Source: an optimization exercise on an open RTL-to-GDS flow (aim: small area). Production flows keep margins and buffers that such runs may drop.
Function was checked by simulation only, so behaviour that the tests miss may differ from the original.
Power figures rest on the tool's default switching activity, not on a simulated workload.

==> inputs of run X <==
==> flow/design.v <==
`timescale 1ns / 1ps
module fmeter(
	CLK100MHz,
	RST,
	FREQIN,
	TXD,
	LED1,
	LED2
);
input	CLK100MHz;
input	RST;
input   FREQIN;
output  TXD;
output	LED1;
output	LED2;
reg [1:0]	r_fin;
reg		r_LED1;
reg		r_txd;
reg	[11:0]	presc_uart;
reg	[27:0]	prescaler;
reg	[3:0]	frequency [0:7];
reg 	[100:0] bitresult;
parameter	PRESCR = 999999;	 
parameter 	BAUDRATE = 1735;  
assign LED1 = r_LED1;
assign LED2 = r_txd;
assign TXD = r_txd;
always @ (posedge CLK100MHz) begin
	if (RST) begin
		prescaler <= 0;
		presc_uart <= 0;
		bitresult <= {101{1'b1}};
		r_txd <= 1;
		r_LED1 <= 0;
		r_fin <= 0;
		frequency[0] <= 0;
		frequency[1] <= 0;
		frequency[2] <= 0;
		frequency[3] <= 0;
		frequency[4] <= 0;
		frequency[5] <= 0;
		frequency[6] <= 0;
		frequency[7] <= 0;
	end else begin
	if (presc_uart == BAUDRATE) begin
		presc_uart <= 0;
		r_txd <= bitresult[0];
		bitresult <= bitresult >> 1;
		bitresult[100] <= 1;
		end else presc_uart <= presc_uart + 1;
		r_fin <= r_fin >> 1;
		r_fin[1] <= FREQIN;
		if (r_fin == 2'b10) begin
		frequency[0] <= frequency[0] + 1;
		if (frequency[0] == 9) begin
			frequency[0] <= 0;
			frequency[1] <= frequency[1] + 1;
			if (frequency[1] == 9) begin
				frequency[1] <= 0;
				frequency[2] <= frequency[2] + 1;
				if (frequency[2] == 9) begin
					frequency[2] <= 0;
					frequency[3] <= frequency[3] + 1;
					if (frequency[3] == 9) begin
						frequency[3] <= 0;
						frequency[4] <= frequency[4] + 1;
						if (frequency[4] == 9) begin
							frequency[4] <= 0;
							frequency[5] <= frequency[5] + 1;
							if (frequency[5] == 9) begin
								frequency[5] <= 0;
								frequency[6] <= frequency[6] + 1;
								if (frequency[6] == 9) begin
								frequency[6] <= 0;
								frequency[7] <= frequency[7] + 1;
								end
							end
						end
					end
				end
			end
		end
	end
	if (prescaler == PRESCR) begin
		prescaler <= 0;
		bitresult[0] <= 0;
		bitresult[4:1] <= frequency[7];
		bitresult[8:5] <= 3;
		bitresult[10] <= 0;
		bitresult[14:11] <= frequency[6];
		bitresult[18:15] <= 3;
		bitresult[20] <= 0;
		bitresult[24:21] <= frequency[5];
		bitresult[28:25] <= 3;
		bitresult[30] <= 0;
		bitresult[34:31] <= frequency[4];
		bitresult[38:35] <= 3;
		bitresult[40] <= 0;
		bitresult[44:41] <= frequency[3];
		bitresult[48:45] <= 3;
		bitresult[50] <= 0;
		bitresult[54:51] <= frequency[2];
		bitresult[58:55] <= 3;
		bitresult[60] <= 0;
		bitresult[64:61] <= frequency[1];
		bitresult[68:65] <= 3;
		bitresult[70] <= 0;
		bitresult[74:71] <= frequency[0];
		bitresult[78:75] <= 3;
		bitresult[80] <= 0;
		bitresult[84:81] <= 4'b1101;
		bitresult[88:85] <= 0;
		bitresult[90] <= 0;
		bitresult[94:91] <= 4'b1010;
		bitresult[98:95] <= 0;
		frequency[0] <= (r_fin == 2'b10) ? 4'd1 : 4'd0;
		frequency[1] <= 0;
		frequency[2] <= 0;
		frequency[3] <= 0;
		frequency[4] <= 0;
		frequency[5] <= 0;
		frequency[6] <= 0;
		frequency[7] <= 0;
		r_LED1 <= !r_LED1;
	end else prescaler <= prescaler + 1;
	end
end
endmodule
==> flow/run.sh <==
#!/bin/bash
# synth_recipe.tcl (not shown) runs the flow's synth.tcl, then flattens the netlist and writes it again
# the make line also repeats each setting of config.mk as NAME=value (left out here)
make -C /OpenROAD-flow-scripts/flow DESIGN_CONFIG=/design/flow/config.mk WORK_HOME=/design/flow/orfs CLKGATE_MAP_FILE= SYNTH_SCRIPT=/design/flow/synth_recipe.tcl finish
==> flow/config.mk <==
export PLATFORM = sky130hd
export DESIGN_NAME = fmeter
export DESIGN_NICKNAME = fmeter
export VERILOG_FILES = /design/flow/design.v
export SDC_FILE = /design/flow/constraint.sdc
export NUM_CORES = 4
export LEC_CHECK = 0
export CAP_MARGIN = 20
export CORE_MARGIN = 2
export CORE_UTILIZATION = 40
export SLEW_MARGIN = 20
==> flow/constraint.sdc <==
create_clock -name core_clock -period 10.0 [get_ports {CLK100MHz}]
set_input_delay 2.0000 -clock core_clock [delete_from_list [all_inputs] [get_ports {CLK100MHz}]]
set_output_delay 2.0000 -clock core_clock [all_outputs]
set_load 0.01 [all_outputs]
==> run E: changes against run X <==
==> flow/design.v, changed modules only <==
module fmeter(
	CLK100MHz,
	RST,
	FREQIN,
	TXD,
	LED1,
	LED2
);
input	CLK100MHz;
input	RST;
input	FREQIN;
output	TXD;
output	LED1;
output	LED2;
reg		r_LED1;
reg		r_txd;
assign LED1 = r_LED1;
assign LED2 = r_txd;
assign TXD = r_txd;
function [4:0] bcd_add;
	input [3:0] h;
	input [1:0] a;
	reg t0, t1, t2, t3, k0, k1, k2, ge;
	begin
		t0 = h[0] ^ a[0];
		k0 = h[0] & a[0];
		t1 = h[1] ^ a[1] ^ k0;
		k1 = (h[1] & a[1]) | (h[1] & k0) | (a[1] & k0);
		t2 = h[2] ^ k1;
		k2 = h[2] & k1;
		t3 = h[3] ^ k2;
		ge = t3 & (t2 | t1);
		bcd_add = {ge, t3 & ~ge, t2 & ~ge, ge ? t2 : t1, t0};
	end
endfunction
function [2:0] ph_next;
	input [2:0] p;
	begin
		ph_next[0] = (~p[0] & ~p[2]);
		ph_next[1] = (~p[0] & p[1]) | (p[0] & ~p[1]);
		ph_next[2] = (p[0] & p[1]);
	end
endfunction
reg	[10:0]	u;
wire		tick = ((u & 11'b11111110101) == 11'b11110000001);
wire		uclr = RST | tick;
always @(posedge CLK100MHz) begin
	u[10:1] <= ~({10{uclr}} | u[9:0]);
	u[0] <= ~uclr & (u[1] ^ u[10]);
end
reg	[19:0]	g;
wire		gate = ((g & 20'b11111111110111111111) == 20'b10000010110010100110);
wire		gclr = RST | gate;
always @(posedge CLK100MHz) begin
	g[19:1] <= ~({19{gclr}} | g[18:0]);
	g[0] <= ~gclr & (g[16] ^ g[19]);
end
reg	[1:0]	r_fin;
wire		edg = r_fin[1] & ~r_fin[0];
always @(posedge CLK100MHz) begin
	r_fin[1] <= ~RST & FREQIN;
	r_fin[0] <= r_fin[1];
end
reg	[2:0]	ph;
reg	[3:0]	q0, q1, q2, q3, q4;	 
reg	[3:0]	s0, s1, s2, s3, s4;	 
reg	[1:0]	pe;			 
reg		cy;			 
reg		fl;			 
reg	[2:0]	d5;			 
reg	[3:0]	cc;			 
wire		idle = cc[3] & ~cc[1];
wire		d5clr;
wire		ph0 = (ph == 3'd0);
wire	[1:0]	pe_e = {pe[1] | (pe[0] & edg), pe[0] ^ edg};
wire	[1:0]	addend = ph0 ? (gate ? pe : pe_e) : {1'b0, cy};
wire	[4:0]	csum = bcd_add(q0, addend);
wire		cout = csum[4];
wire	[3:0]	sum = csum[3:0];
wire		d5inc = ph[2] & cout & ~(fl & idle);
wire		d5z = RST | d5clr;
always @(posedge CLK100MHz) begin
	q0 <= q1;
	q1 <= q2;
	q2 <= q3;
	q3 <= q4;
	q4 <= (RST | gate | fl) ? 4'd0 : sum;
	s0 <= s1;
	s1 <= s2;
	s2 <= s3;
	s3 <= s4;
	s4 <= (gate | (fl & ~idle)) ? sum : s0;
	cy <= cout;
	if (RST) begin
		ph <= 3'd1;
		pe <= 2'd0;
		fl <= 1'b1;
	end else begin
		ph <= ph_next(ph);
		pe <= ph0 ? {1'b0, edg & gate} : pe_e;
		if (gate)
			fl <= 1'b1;
		else if (ph[2])		 
			fl <= 1'b0;
	end
	d5[0] <= ~d5z & (d5[0] ^ d5inc);
	d5[1] <= ~d5z & (d5[1] ^ (d5inc & d5[0]));
	d5[2] <= ~d5z & (d5[2] | (d5inc & d5[0] & d5[1]));
end
reg	[3:0]	bc;
reg		nb;		 
wire		stopb = bc[3] & bc[2];
assign		d5clr = ~cc[3] & ~cc[2];
always @(posedge CLK100MHz)
	if (cc[2:0] == ph)
		nb <= s0[bc[1:0]];
wire		j0 = bc[0];
wire		j1 = bc[1];
wire		d5b = j1 ? (~j0 & d5[2]) : (j0 ? d5[1] : d5[0]);	 
wire		crlf = cc[0] ? (j1 | ~j0) : j0;		 
wire		ringc = ~cc[2] | ~(cc[1] | cc[0]);	 
wire		dv = cc[3] ? crlf : ringc ? nb : (~cc[1] & cc[0] & d5b);
wire		dataw = ~bc[3] & bc[2];			 
wire		fixb = bc[3] & (bc[2] | (~bc[1] & ~cc[3]));
wire		bitv = idle | (dataw ? dv : fixb);
wire		adv = tick & stopb & ~idle;
wire		ct1 = adv & ~cc[0];
wire		ct2 = ct1 & ~cc[1];
wire		ct3 = ct2 & ~cc[2];
wire		bt1 = tick & (bc[0] | stopb);
wire		bt2 = tick & ((bc[0] & bc[1]) | stopb);
wire		bt3 = tick & ((bc[0] & bc[1] & bc[2]) | stopb);
always @(posedge CLK100MHz) begin
	cc[0] <= gclr | (cc[0] ^ adv);
	cc[1] <= ~RST & (gate | (cc[1] ^ ct1));
	cc[2] <= gclr | (cc[2] ^ ct2);
	cc[3] <= RST | (~gate & (cc[3] ^ ct3));
	bc[0] <= gate | (bc[0] ^ tick);
	bc[1] <= gate | (bc[1] ^ bt1);
	bc[2] <= ~gate & (bc[2] ^ bt2);
	bc[3] <= ~gate & (bc[3] ^ bt3);
	if (RST) begin
		r_txd <= 1'b1;
		r_LED1 <= 1'b0;
	end else begin
		if (tick)
			r_txd <= bitv;
		if (gate)
			r_LED1 <= ~r_LED1;
	end
end
endmodule
CORE_UTILIZATION = 85   (was 40)
CTS_BUF_LIST = sky130_fd_sc_hd__clkbuf_8   (was default)
PLACE_DENSITY = 0.9   (was default)
==> qor summary <==
metric	run E	run X
Clock net sink count	94	175
Post-route cell area	3190 um^2	8260 um^2
R2r setup slk	5.88 ns	7.31 ns
Slowest cell delay on critical path	0.51 ns	0.73 ns
Sequential Power	400 uW	703 uW
Portion of total power attributed to combinational logic	4.0%	2.0%
Flip-flop count of the largest register, all copies and words added	20	99
Deepest level of the CTS H-tree	3	4
Minimum hold slack	0.332 ns	0.451 ns
Wire length of the first global-routing pass	12900 um	26100 um
Number of cells on the worst hold path	0	1
Routed len/inst	25.7 um	13.7 um
Compound-gate portion of the synthesized area	5.32%	14.1%
Total stage count of the critical path	13	5
Outcome	timing/DRC/antenna clean	timing/DRC/antenna clean
Cell area after synthesis	2940 um^2	7530 um^2
Share of the synthesized netlist area taken by xor and xnor gates	2.68%	3.03%
Synthesis-to-finish area growth	8.46%	9.79%
Final setup margin	5.88 ns	6.48 ns
Clock network power	228 uW	677 uW

[what the ideal ports hide]
How much do the figures lean on ideal ports? The routed layouts below were timed once more, with nothing changed but the port constraints.
Step 1 (the two cells are an assumption about what drives the block):
set clk [get_ports {CLK100MHz}]
set_driving_cell -lib_cell sky130_fd_sc_hd__clkbuf_16 $clk
set_driving_cell -lib_cell sky130_fd_sc_hd__buf_2 [delete_from_list [all_inputs] $clk]
Step 2 adds t to the input delays and takes it off the output delays; t is the mean of the earliest and latest rising clock arrival at the registers after step 1. Input paths then give back, and output paths get back, about the clock's delay inside the block.
Three values: no drivers, after step 1, after step 2; two values: the first two.
| run | shift t [ns] | slack for setup (ns) | worst setup path at the end | clock arrival spread, ns |
|---|---|---|---|---|
| run X | 0.459 | 6.485 / 6.509 / 6.050 | input to register | 0.011 / 0.010 |
| run E | 0.388 | 5.878 / 5.878 / 5.847 | input to register | 0.014 / 0.015 |
After both steps setup and hold are still met in every run listed. The setup slack of run X, which loses most, moves by +0.024 ns with the drivers and by -0.435 ns with both steps.
